This design comes from an exercise in tuning for small area on the open sky130 flow, not from production work. Only simulation tests tie the RTL to the original design; equivalence was not proved.

Setup of job 4190:
// r22sdf_64pt
module r22sdf_64pt#(
	parameter data_resolution	= 16,
	parameter fft_length		= 64
)(
	input								sys_clk,
	input								sys_nrst,
	input								sys_en,
	input	[data_resolution-1 : 0]		din_r,
	input	[data_resolution-1 : 0]		din_i,
	output	[data_resolution-1 : 0]		dout_r,
	output	[data_resolution-1 : 0]		dout_i
);
For scale: about 67 I/O pins, about 0.14 mm2 of cells after synthesis.
==> module bf2i, before the edit <==
module bf2i#(
	parameter data_resolution = 16,
	parameter delay_num = 2
)(
	input								sys_clk,
	input								sys_en,
	input								sel,
	input	[data_resolution-1 : 0]		din_r,
	input	[data_resolution-1 : 0]		din_i,
	output	[data_resolution-1 : 0]		dout_r,
	output	[data_resolution-1 : 0]		dout_i
);
	reg		[data_resolution-1 : 0]		din_r_r;
	reg		[data_resolution-1 : 0]		din_i_r;
	reg		[data_resolution-1 : 0]		delay_r		[delay_num-1 : 0];
	reg		[data_resolution-1 : 0]		delay_i		[delay_num-1 : 0];
	reg		[data_resolution-1 : 0]		dout_r_r;
	reg		[data_resolution-1 : 0]		dout_i_r;
	wire	[data_resolution-1 : 0]		delay_r_w = delay_r[delay_num-1];
	wire	[data_resolution-1 : 0]		delay_i_w = delay_i[delay_num-1];
	wire	[data_resolution-1 : 0]		dly_r_g = delay_r_w & {data_resolution{sel}};
	wire	[data_resolution-1 : 0]		dly_i_g = delay_i_w & {data_resolution{sel}};
	wire	[data_resolution-1 : 0]		buff_r_d0;
	wire	[data_resolution-1 : 0]		buff_i_d0;
	wire	[data_resolution-1 : 0]		buff_r_d1;
	wire	[data_resolution-1 : 0]		buff_i_d1;
	rca#(.width(data_resolution)) add_r(.a(delay_r_w), .b(din_r_r & {data_resolution{sel}}), .ci(1'b0), .s(buff_r_d0));
	rca#(.width(data_resolution)) add_i(.a(delay_i_w), .b(din_i_r & {data_resolution{sel}}), .ci(1'b0), .s(buff_i_d0));
	rca#(.width(data_resolution)) sub_r(.a(dly_r_g), .b(din_r_r ^ {data_resolution{sel}}), .ci(sel), .s(buff_r_d1));
	rca#(.width(data_resolution)) sub_i(.a(dly_i_g), .b(din_i_r ^ {data_resolution{sel}}), .ci(sel), .s(buff_i_d1));
	integer k;
	always@(posedge sys_clk)begin
		if(sys_en)begin
			din_r_r <= din_r;
			din_i_r <= din_i;
			delay_r[0] <= buff_r_d1;
			delay_i[0] <= buff_i_d1;
			for(k=1;k<delay_num;k=k+1)begin
				delay_r[k] <= delay_r[k-1];
				delay_i[k] <= delay_i[k-1];
			end
			dout_r_r <= buff_r_d0;
			dout_i_r <= buff_i_d0;
		end
	end
	assign dout_r = dout_r_r;
	assign dout_i = dout_i_r;
endmodule
==> module rca, before the edit <==
module rca#(
	parameter width = 16
)(
	input	[width-1 : 0]	a,
	input	[width-1 : 0]	b,
	input					ci,
	output	[width-1 : 0]	s
);
	wire	[width : 0]		c;
	assign c[0] = ci;
	genvar i;
	generate
		for(i=0;i<width;i=i+1)begin : bit_loop
			assign {c[i+1], s[i]} = a[i] + b[i] + c[i];
		end
	endgenerate
endmodule
==> module bf2ii, before the edit <==
module bf2ii#(
	parameter data_resolution = 16,
	parameter delay_num = 1
)(
	input								sys_clk,
	input								sys_en,
	input	[1 : 0]						sel,
	input	[data_resolution-1 : 0]		din_r,
	input	[data_resolution-1 : 0]		din_i,
	output	[data_resolution-1 : 0]		dout_r,
	output	[data_resolution-1 : 0]		dout_i
);
	reg		[data_resolution-1 : 0]		din_r_r;
	reg		[data_resolution-1 : 0]		din_i_r;
	reg		[data_resolution-1 : 0]		delay_r		[delay_num-1 : 0];
	reg		[data_resolution-1 : 0]		delay_i		[delay_num-1 : 0];
	reg		[data_resolution-1 : 0]		dout_r_r;
	reg		[data_resolution-1 : 0]		dout_i_r;
	wire	[data_resolution-1 : 0]		delay_r_w = delay_r[delay_num-1];
	wire	[data_resolution-1 : 0]		delay_i_w = delay_i[delay_num-1];
	wire								rot = (sel == 2'b01);
	wire								bfly = sel[0];
	wire	[data_resolution-1 : 0]		x_r = rot ? din_i_r : din_r_r;
	wire	[data_resolution-1 : 0]		x_i = rot ? din_r_r : din_i_r;
	wire	[data_resolution-1 : 0]		dly_r_g = delay_r_w & {data_resolution{bfly}};
	wire	[data_resolution-1 : 0]		dly_i_g = delay_i_w & {data_resolution{bfly}};
	wire								sub_i0 = bfly & rot;		 
	wire								sub_i1 = bfly & !rot;		 
	wire	[data_resolution-1 : 0]		buff_r_d0;
	wire	[data_resolution-1 : 0]		buff_i_d0;
	wire	[data_resolution-1 : 0]		buff_r_d1;
	wire	[data_resolution-1 : 0]		buff_i_d1;
	rca#(.width(data_resolution)) add_r(.a(delay_r_w), .b(x_r & {data_resolution{bfly}}), .ci(1'b0), .s(buff_r_d0));
	rca#(.width(data_resolution)) add_i(.a(delay_i_w), .b((x_i & {data_resolution{bfly}}) ^ {data_resolution{sub_i0}}), .ci(sub_i0), .s(buff_i_d0));
	rca#(.width(data_resolution)) sub_r(.a(dly_r_g), .b(x_r ^ {data_resolution{bfly}}), .ci(bfly), .s(buff_r_d1));
	rca#(.width(data_resolution)) sub_i(.a(dly_i_g), .b(x_i ^ {data_resolution{sub_i1}}), .ci(sub_i1), .s(buff_i_d1));
	integer k;
	always@(posedge sys_clk)begin
		if(sys_en)begin
			din_r_r <= din_r;
			din_i_r <= din_i;
			delay_r[0] <= buff_r_d1;
			delay_i[0] <= buff_i_d1;
			for(k=1;k<delay_num;k=k+1)begin
				delay_r[k] <= delay_r[k-1];
				delay_i[k] <= delay_i[k-1];
			end
			dout_r_r <= buff_r_d0;
			dout_i_r <= buff_i_d0;
		end
	end
	assign dout_r = dout_r_r;
	assign dout_i = dout_i_r;
endmodule
clock: 10.0 ns
lec_check: 0
cap_margin: 20
core_margin: 2
core_utilization: 40
slew_margin: 20
run.sh (not shown) runs the stock make flow with config.mk's settings and CLKGATE_MAP_FILE= SYNTH_SCRIPT=/design/flow/synth_recipe.tcl, a recipe that flattens the netlist after the stock synthesis.
Job 4190 reached the end of the flow, and the finished layout is clean on the timing, DRC and antenna checks.
Modified inputs, job 5765 compared to job 4190
--- a/flow/design.v
+++ b/flow/design.v
@@ -1762,20 +1762,14 @@
 	reg		[data_resolution-1 : 0]		delay_i		[delay_num-1 : 0];
 	reg		[data_resolution-1 : 0]		dout_r_r;
 	reg		[data_resolution-1 : 0]		dout_i_r;
 	wire	[data_resolution-1 : 0]		delay_r_w = delay_r[delay_num-1];
 	wire	[data_resolution-1 : 0]		delay_i_w = delay_i[delay_num-1];
-	wire	[data_resolution-1 : 0]		dly_r_g = delay_r_w & {data_resolution{sel}};
-	wire	[data_resolution-1 : 0]		dly_i_g = delay_i_w & {data_resolution{sel}};
-	wire	[data_resolution-1 : 0]		buff_r_d0;
-	wire	[data_resolution-1 : 0]		buff_i_d0;
-	wire	[data_resolution-1 : 0]		buff_r_d1;
-	wire	[data_resolution-1 : 0]		buff_i_d1;
-	rca#(.width(data_resolution)) add_r(.a(delay_r_w), .b(din_r_r & {data_resolution{sel}}), .ci(1'b0), .s(buff_r_d0));
-	rca#(.width(data_resolution)) add_i(.a(delay_i_w), .b(din_i_r & {data_resolution{sel}}), .ci(1'b0), .s(buff_i_d0));
-	rca#(.width(data_resolution)) sub_r(.a(dly_r_g), .b(din_r_r ^ {data_resolution{sel}}), .ci(sel), .s(buff_r_d1));
-	rca#(.width(data_resolution)) sub_i(.a(dly_i_g), .b(din_i_r ^ {data_resolution{sel}}), .ci(sel), .s(buff_i_d1));
+	wire	[data_resolution-1 : 0]		buff_r_d0 = sel ? delay_r_w + din_r_r : delay_r_w;
+	wire	[data_resolution-1 : 0]		buff_i_d0 = sel ? delay_i_w + din_i_r : delay_i_w;
+	wire	[data_resolution-1 : 0]		buff_r_d1 = sel ? delay_r_w - din_r_r : din_r_r;
+	wire	[data_resolution-1 : 0]		buff_i_d1 = sel ? delay_i_w - din_i_r : din_i_r;
 	integer k;
 	always@(posedge sys_clk)begin
 		if(sys_en)begin
 			din_r_r <= din_r;
 			din_i_r <= din_i;
@@ -1790,27 +1784,10 @@
 		end
 	end
 	assign dout_r = dout_r_r;
 	assign dout_i = dout_i_r;
 endmodule
-module rca#(
-	parameter width = 16
-)(
-	input	[width-1 : 0]	a,
-	input	[width-1 : 0]	b,
-	input					ci,
-	output	[width-1 : 0]	s
-);
-	wire	[width : 0]		c;
-	assign c[0] = ci;
-	genvar i;
-	generate
-		for(i=0;i<width;i=i+1)begin : bit_loop
-			assign {c[i+1], s[i]} = a[i] + b[i] + c[i];
-		end
-	endgenerate
-endmodule
 `timescale 1 ns/ 1 ps
 module bf2ii#(
 	parameter data_resolution = 16,
 	parameter delay_num = 1
 )(
@@ -1832,22 +1809,16 @@
 	wire	[data_resolution-1 : 0]		delay_i_w = delay_i[delay_num-1];
 	wire								rot = (sel == 2'b01);
 	wire								bfly = sel[0];
 	wire	[data_resolution-1 : 0]		x_r = rot ? din_i_r : din_r_r;
 	wire	[data_resolution-1 : 0]		x_i = rot ? din_r_r : din_i_r;
-	wire	[data_resolution-1 : 0]		dly_r_g = delay_r_w & {data_resolution{bfly}};
-	wire	[data_resolution-1 : 0]		dly_i_g = delay_i_w & {data_resolution{bfly}};
-	wire								sub_i0 = bfly & rot;		 
-	wire								sub_i1 = bfly & !rot;		 
-	wire	[data_resolution-1 : 0]		buff_r_d0;
-	wire	[data_resolution-1 : 0]		buff_i_d0;
-	wire	[data_resolution-1 : 0]		buff_r_d1;
-	wire	[data_resolution-1 : 0]		buff_i_d1;
-	rca#(.width(data_resolution)) add_r(.a(delay_r_w), .b(x_r & {data_resolution{bfly}}), .ci(1'b0), .s(buff_r_d0));
-	rca#(.width(data_resolution)) add_i(.a(delay_i_w), .b((x_i & {data_resolution{bfly}}) ^ {data_resolution{sub_i0}}), .ci(sub_i0), .s(buff_i_d0));
-	rca#(.width(data_resolution)) sub_r(.a(dly_r_g), .b(x_r ^ {data_resolution{bfly}}), .ci(bfly), .s(buff_r_d1));
-	rca#(.width(data_resolution)) sub_i(.a(dly_i_g), .b(x_i ^ {data_resolution{sub_i1}}), .ci(sub_i1), .s(buff_i_d1));
+	wire	[data_resolution-1 : 0]		x_i_add = x_i ^ {data_resolution{rot}};
+	wire	[data_resolution-1 : 0]		x_i_sub = x_i ^ {data_resolution{!rot}};
+	wire	[data_resolution-1 : 0]		buff_r_d0 = bfly ? delay_r_w + x_r : delay_r_w;
+	wire	[data_resolution-1 : 0]		buff_i_d0 = bfly ? delay_i_w + x_i_add + rot : delay_i_w;
+	wire	[data_resolution-1 : 0]		buff_r_d1 = bfly ? delay_r_w - x_r : din_r_r;
+	wire	[data_resolution-1 : 0]		buff_i_d1 = bfly ? delay_i_w + x_i_sub + !rot : din_i_r;
 	integer k;
 	always@(posedge sys_clk)begin
 		if(sys_en)begin
 			din_r_r <= din_r;
 			din_i_r <= din_i;
==> comparison <==
- Job 5765 | stages: all done | timing, DRC, antenna: all pass
- Job 5765 ended up with a lower count of cells resized by post-cts repair than job 4190 did.
- Taking job 4190 as the reference, in job 5765 non-clock buffer count has decreased, design area has increased, worst hold-check slack has decreased, post-route clock skew has increased.
- Summary — fraction of synthesized cell area in xor and xnor cells, job 5765 relative to job 4190: higher, by 0.71 points.
- Note that the multi-input logic area recorded for job 5765 amounts to 1.13 times the value seen in job 4190.

==> separate check: timing with driven ports <==
The results above use ideal ports. As a check the final layouts listed here were re-extracted and re-timed, cells and wires unchanged.
Step 1 (the two cells are an assumption about what drives the block):
set clk [get_ports {sys_clk}]
set_driving_cell -lib_cell sky130_fd_sc_hd__clkbuf_16 $clk
set_driving_cell -lib_cell sky130_fd_sc_hd__buf_2 [delete_from_list [all_inputs] $clk]
Step 2, shift: input delay + t, output delay - t, t = (earliest + latest rising clock arrival at the registers) / 2. This alone moves slack from input paths to output paths.
a / b / c = ideal ports / drivers / drivers and shift; a / b = the first two.
run	t, ns	setup WS [ns]	worst register clock-pin slew, ns	pins driven straight from the clock port
job 4190	0.962	0.297 / 0.297 / 0.297	0.08 / 0.08	1
job 5765	0.965	0.429 / 0.429 / 0.429	0.06 / 0.06	1
After both steps every run listed still meets setup and hold.
